Background: an optimization exercise with open tools, aiming at small area, a short achievable clock period and few clock cycles. Do not read the settings as production practice. Where RTL was checked, it was by simulation tests only, not by an equivalence proof against the original. No activity file was given, so power comes from the tool's default toggle rates.

==> 10-28 <==
==> flow/design.v <==
module GCD(
	input clk,
	input rst,
	input start,
	input [7:0] A,
	input [7:0] B,
	output [7:0] gcd_result,
	output ready
);
reg [5:0] a_h;
reg [5:0] b_h;
reg       zf;     
reg       busy;
reg       rdy;
reg [7:0] res;
function [7:0] lowbit8(input [7:0] v);
	reg seen;
	integer i;
	begin
		seen = 1'b0;
		for (i = 0; i < 8; i = i + 1) begin
			lowbit8[i] = v[i] & ~seen;
			seen = seen | v[i];
		end
	end
endfunction
function [5:0] oddhi(input [7:0] v);
	reg [7:0] x;
	reg [7:0] p;
	integer   i, t;
	begin
		x = v ^ {8{v[7]}};
		p = lowbit8(v);
		for (i = 0; i < 6; i = i + 1) begin
			oddhi[i] = 1'b0;
			for (t = 0; t + i + 1 < 7; t = t + 1)
				oddhi[i] = oddhi[i] | (p[t] & x[i + 1 + t]);
		end
	end
endfunction
wire za = (A == 8'd0);
wire zb = (B == 8'd0);
wire [6:0] d = {1'b0, a_h} - {1'b0, b_h};
wire       s = d[6];                  
wire [5:0] m = d[5:0] ^ {6{s}};
wire [5:0] u = a_h ^ b_h;
wire       eq = (u == 6'd0);          
reg  [5:0] above;                     
integer q;
always @* begin
	above[0] = 1'b0;
	for (q = 1; q < 6; q = q + 1) above[q] = above[q - 1] | u[q - 1];
end
wire one_next = ~|(m & above);
wire one_now  = (a_h == 6'd0) | (b_h == 6'd0);
wire found = eq | one_now | one_next;
wire [5:0] pu = u & ~above;
reg  [5:0] b_step;
integer bi, bt;
always @* begin
	for (bi = 0; bi < 6; bi = bi + 1) begin
		b_step[bi] = 1'b0;
		for (bt = 0; bt + bi + 1 < 6; bt = bt + 1)
			b_step[bi] = b_step[bi] | (pu[bt] & m[bi + bt + 1]);
	end
end
wire [5:0] a_step = s ? a_h : b_h;
wire [6:0] g = {a_h | b_h, 1'b1};
reg  [7:0] res_shift;
integer i, j;
always @* begin
	for (i = 0; i < 8; i = i + 1) begin
		res_shift[i] = 1'b0;
		for (j = 0; j <= i; j = j + 1)
			if (i - j < 7) res_shift[i] = res_shift[i] | (res[j] & g[i - j]);
	end
end
always @(posedge clk) begin
	if (start) begin
		a_h <= oddhi(A);
		b_h <= oddhi(B);
		res <= lowbit8(A | B);
	end else begin
		a_h <= a_step;
		b_h <= b_step;
		if (busy & (eq | zf))
			res <= res_shift;
	end
	zf <= start & (za | zb);
end
always @(posedge clk) begin
	if (rst) begin
		busy <= 1'b0;
		rdy  <= 1'b0;
	end else if (start) begin
		busy <= 1'b1;
		rdy  <= 1'b0;
	end else begin
		busy <= busy & ~found;
		rdy  <= busy & found;
	end
end
assign ready = rdy;
assign gcd_result = res;
endmodule
==> flow/flow/run.sh <==
#!/bin/bash
set -euo pipefail
bash standard.sh 'BUFFER_PORTS_ARGS=-buffer_cell sky130_fd_sc_hd__buf_2' ADDER_MAP_FILE= \
  finish > standard_flow.log 2>&1
==> flow/standard.sh <==
#!/bin/bash
# synth_recipe.tcl (not shown) runs the flow's synth.tcl, then flattens the netlist and writes it again
# the make line also repeats each setting of config.mk as NAME=value (left out here)
make -C /OpenROAD-flow-scripts/flow DESIGN_CONFIG=/design/flow/config.mk WORK_HOME=/design/flow/orfs CLKGATE_MAP_FILE= SYNTH_SCRIPT=/design/flow/synth_recipe.tcl "${@:-finish}"
==> flow/config.mk <==
export PLATFORM = sky130hd
export DESIGN_NAME = GCD
export DESIGN_NICKNAME = GCD
export VERILOG_FILES = /design/flow/design.v
export SDC_FILE = /design/flow/constraint.sdc
export NUM_CORES = 4
export LEC_CHECK = 0
export ABC_AREA = 1
export CAP_MARGIN = 20
export CORE_MARGIN = 2
export CORE_UTILIZATION = 65
export CTS_BUF_LIST = sky130_fd_sc_hd__clkbuf_8
export SLEW_MARGIN = 20
==> flow/constraint.sdc <==
create_clock -name core_clock -period 4.0 [get_ports {clk}]
set_input_delay 0.8000 -clock core_clock [delete_from_list [all_inputs] [get_ports {clk}]]
set_output_delay 0.8000 -clock core_clock [all_outputs]
set_load 0.01 [all_outputs]
==> 06-12 (differences from 10-28) <==
--- a/flow/design.v
+++ b/flow/design.v
@@ -11,3 +11,5 @@
 reg [5:0] b_h;
+reg [2:0] k;
 reg       zf;     
+reg       nz;     
 reg       busy;
@@ -40,4 +42,19 @@
 endfunction
-wire za = (A == 8'd0);
-wire zb = (B == 8'd0);
+function [2:0] enc8(input [7:0] p);    
+	enc8 = {p[4] | p[5] | p[6] | p[7], p[2] | p[3] | p[6] | p[7], p[1] | p[3] | p[5] | p[7]};
+endfunction
+wire       za = (A == 8'd0);
+wire       zb = (B == 8'd0);
+wire [5:0] ha = oddhi(A);
+wire [5:0] hb = oddhi(B);
+function [2:0] ctz6(input [5:0] v);
+	casez (v)
+		6'b?????1: ctz6 = 3'd0;
+		6'b????10: ctz6 = 3'd1;
+		6'b???100: ctz6 = 3'd2;
+		6'b??1000: ctz6 = 3'd3;
+		6'b?10000: ctz6 = 3'd4;
+		default:   ctz6 = 3'd5;
+	endcase
+endfunction
 wire [6:0] d = {1'b0, a_h} - {1'b0, b_h};
@@ -56,15 +73,7 @@
 wire found = eq | one_now | one_next;
-wire [5:0] pu = u & ~above;
-reg  [5:0] b_step;
-integer bi, bt;
-always @* begin
-	for (bi = 0; bi < 6; bi = bi + 1) begin
-		b_step[bi] = 1'b0;
-		for (bt = 0; bt + bi + 1 < 6; bt = bt + 1)
-			b_step[bi] = b_step[bi] | (pu[bt] & m[bi + bt + 1]);
-	end
-end
+wire [5:0] b_step = m >> (ctz6(u) + 3'd1);
 wire [5:0] a_step = s ? a_h : b_h;
-wire [6:0] g = {a_h | b_h, 1'b1};
-reg  [7:0] res_shift;
+wire [6:0] g = {(a_h & {6{eq}}) | ((a_h | b_h) & {6{zf}}), nz};
+wire [7:0] kd = 8'd1 << k;
+reg  [7:0] res_step;
 integer i, j;
@@ -72,5 +81,5 @@
 	for (i = 0; i < 8; i = i + 1) begin
-		res_shift[i] = 1'b0;
-		for (j = 0; j <= i; j = j + 1)
-			if (i - j < 7) res_shift[i] = res_shift[i] | (res[j] & g[i - j]);
+		res_step[i] = 1'b0;
+		for (j = 0; j <= i && j < 8; j = j + 1)
+			if (i - j < 7) res_step[i] = res_step[i] | (kd[j] & g[i - j]);
 	end
@@ -79,5 +88,5 @@
 	if (start) begin
-		a_h <= oddhi(A);
-		b_h <= oddhi(B);
-		res <= lowbit8(A | B);
+		a_h <= ha;
+		b_h <= hb;
+		k   <= enc8(lowbit8(A | B));
 	end else begin
@@ -85,6 +94,6 @@
 		b_h <= b_step;
-		if (busy & (eq | zf))
-			res <= res_shift;
 	end
-	zf <= start & (za | zb);
+	res <= res_step;
+	zf  <= start & (za | zb);
+	nz  <= ~(start & za & zb);
 end
Settings changed: CORE_UTILIZATION 65 to 40, CTS_BUF_LIST sky130_fd_sc_hd__clkbuf_8 to unset.
==> 11-21 (differences from 10-28) <==
==> flow/design.v (replaced) <==
module GCD(
	input clk,
	input rst,
	input start,
	input [7:0] A,
	input [7:0] B,
	output [7:0] gcd_result,
	output ready
);
reg [5:0] a_h;
reg [5:0] b_h;
reg       a0;
reg [2:0] k;
reg       busy;
function [2:0] ctz8(input [7:0] v);
	casez (v)
		8'b???????1: ctz8 = 3'd0;
		8'b??????10: ctz8 = 3'd1;
		8'b?????100: ctz8 = 3'd2;
		8'b????1000: ctz8 = 3'd3;
		8'b???10000: ctz8 = 3'd4;
		8'b??100000: ctz8 = 3'd5;
		8'b?1000000: ctz8 = 3'd6;
		default:     ctz8 = 3'd7;
	endcase
endfunction
function [5:0] oddhi(input [7:0] v);
	reg [7:0] x;
	reg [7:0] sh;
	begin
		x = v ^ {8{v[7]}};
		sh = x >> ctz8(v);
		oddhi = sh[6:1];
	end
endfunction
wire       za = (A == 8'd0);
wire       zb = (B == 8'd0);
wire [5:0] ha = oddhi(A);
wire [5:0] hb = oddhi(B);
wire [5:0] a_init = za ? hb : ha;
wire [5:0] b_init = zb ? ha : hb;
wire [2:0] k_init = ctz8(A | B);
wire       a0_init = ~(za & zb);
wire [6:0] d = {1'b0, a_h} - {1'b0, b_h};
wire       s = d[6];                  
wire [5:0] m = d[5:0] ^ {6{s}};
wire [5:0] u = a_h ^ b_h;
function [2:0] ctz6(input [5:0] v);
	casez (v)
		6'b?????1: ctz6 = 3'd0;
		6'b????10: ctz6 = 3'd1;
		6'b???100: ctz6 = 3'd2;
		6'b??1000: ctz6 = 3'd3;
		6'b?10000: ctz6 = 3'd4;
		default:   ctz6 = 3'd5;
	endcase
endfunction
wire [5:0] b_step = m >> (ctz6(u) + 3'd1);
wire [5:0] a_step = s ? a_h : b_h;
wire eq = (u == 6'd0);
always @(posedge clk) begin
	if (start) begin
		a_h <= a_init;
		b_h <= b_init;
		k   <= k_init;
		a0  <= a0_init;
	end else begin
		a_h <= a_step;
		b_h <= b_step;
	end
end
always @(posedge clk) begin
	if (rst)
		busy <= 1'b0;
	else if (start)
		busy <= 1'b1;
	else if (eq)
		busy <= 1'b0;
end
assign ready = busy & eq;
assign gcd_result = {a_h, a0} << k;
endmodule
==> flow/run.sh (new file) <==
#!/bin/bash
# synth_recipe.tcl (not shown) runs the flow's synth.tcl, then flattens the netlist and writes it again
# the make line also repeats each setting of config.mk as NAME=value (left out here)
make -C /OpenROAD-flow-scripts/flow DESIGN_CONFIG=/design/flow/config.mk WORK_HOME=/design/flow/orfs CLKGATE_MAP_FILE= SYNTH_SCRIPT=/design/flow/synth_recipe.tcl finish
Settings changed: ABC_AREA 1 to unset, CORE_UTILIZATION 65 to 40, CTS_BUF_LIST sky130_fd_sc_hd__clkbuf_8 to unset.
removed: flow/flow/run.sh
removed: flow/standard.sh
==> impl_metrics.yaml <==
setup_path:
  critPathBufInv: 1
  path_depth: 14
yosys:
  ys.flop_type: "dfxtp_1"
  synth_compound_area_frac: 0.197
  synth_fa_ha_area_frac: 0
  syn_nets: 419
  synth_seq_cells: 27
detailed_routing:
  drt_iter0_drc: 197
run_status:
  status: "complete, no violations"
power:
  p_switching_w: 0.00116
  seqPwrFrac: 0.223
  p_sw_frac: 0.563
global_routing:
  grt_use_total: 0.202
[end of results for 06-12]
==> impl_metrics.yaml <==
yosys:
  synth_fa_ha_area_frac: 0.0581
  synth_compound_area_frac: 0.294
  synth_seq_cells: 17
  syn_nets: 340
  ys.flop_type: "edfxtp_1"
global_routing:
  grt_pass1_vias: 2092
  grt_use_total: 0.194
run_status:
  status: "complete, no violations"
power:
  seqPwrFrac: 0.159
  p_sw_frac: 0.505
  p_switching_w: 0.00106
cells_and_area:
  seq_cells: 17
cts:
  clk_latency_ns: 0.26
detailed_routing:
  drt_iter0_drc: 186
floorplan:
  rows: 27
[end of results for 11-21]
==> impl_metrics.yaml <==
cells_and_area:
  fin_nets: 395
  final_cell_area_sq_um: 2470
  regArea_sq_um: 601
  final_cells: 421
floorplan:
  rows: 21
global_routing:
  grt_use_total: 0.325
  grt_pass1_vias: 2329
setup_path:
  path_depth: 9
  critPathBufInv: 1
yosys:
  synth_xor_area_frac: 0.0311
  synth_seq_cells: 23
  synth_fa_ha_area_frac: 0
  syn_nets: 370
  ys.flop_type: "edfxtp_1"
  synth_compound_area_frac: 0.205
run_status:
  status: "complete, no violations"
power:
  power-top-group: "combinational logic"
  p_switching_w: 0.000878
detailed_routing:
  drtPass1Iterations: 5
  drt_iter0_drc: 321
[end of results for 10-28]
Testbench counts of 10-28, summed over its fixed seeds: cycles 34,956.
Testbench counts of 11-21, summed over its fixed seeds: cycles 43,530.
Only the layout flow was run in 06-12; the RTL was not checked for function there.

static timing again, ports no longer ideal:
No port has a modelled driver above. Below, the same layouts with a new extraction and two added sets of constraints. Step 1, drivers: a clkbuf_16 drives clk and a buf_2 each remaining input, both assumed. Step 2 adds t to the input delays and takes it off the output delays; t is the mean of the earliest and latest rising clock arrival at the registers after step 1. Input paths then give back, and output paths get back, about the clock's delay inside the block. a / b / c = ideal ports / drivers / drivers and shift; a / b = the first two.
run	t (ns)	setup slack, ns	clock arrival spread, ns
10-28	0.282	1.761 / 1.761 / 1.628	0.002 / 0.002
06-12	0.307	1.932 / 1.932 / 1.687	0.004 / 0.004
11-21	0.284	0.901 / 0.903 / 0.619	0.003 / 0.004
After both steps every run listed still meets setup and hold. The setup slack of 11-21, which loses most, moves by +0.002 ns with the drivers and by -0.282 ns with both steps.
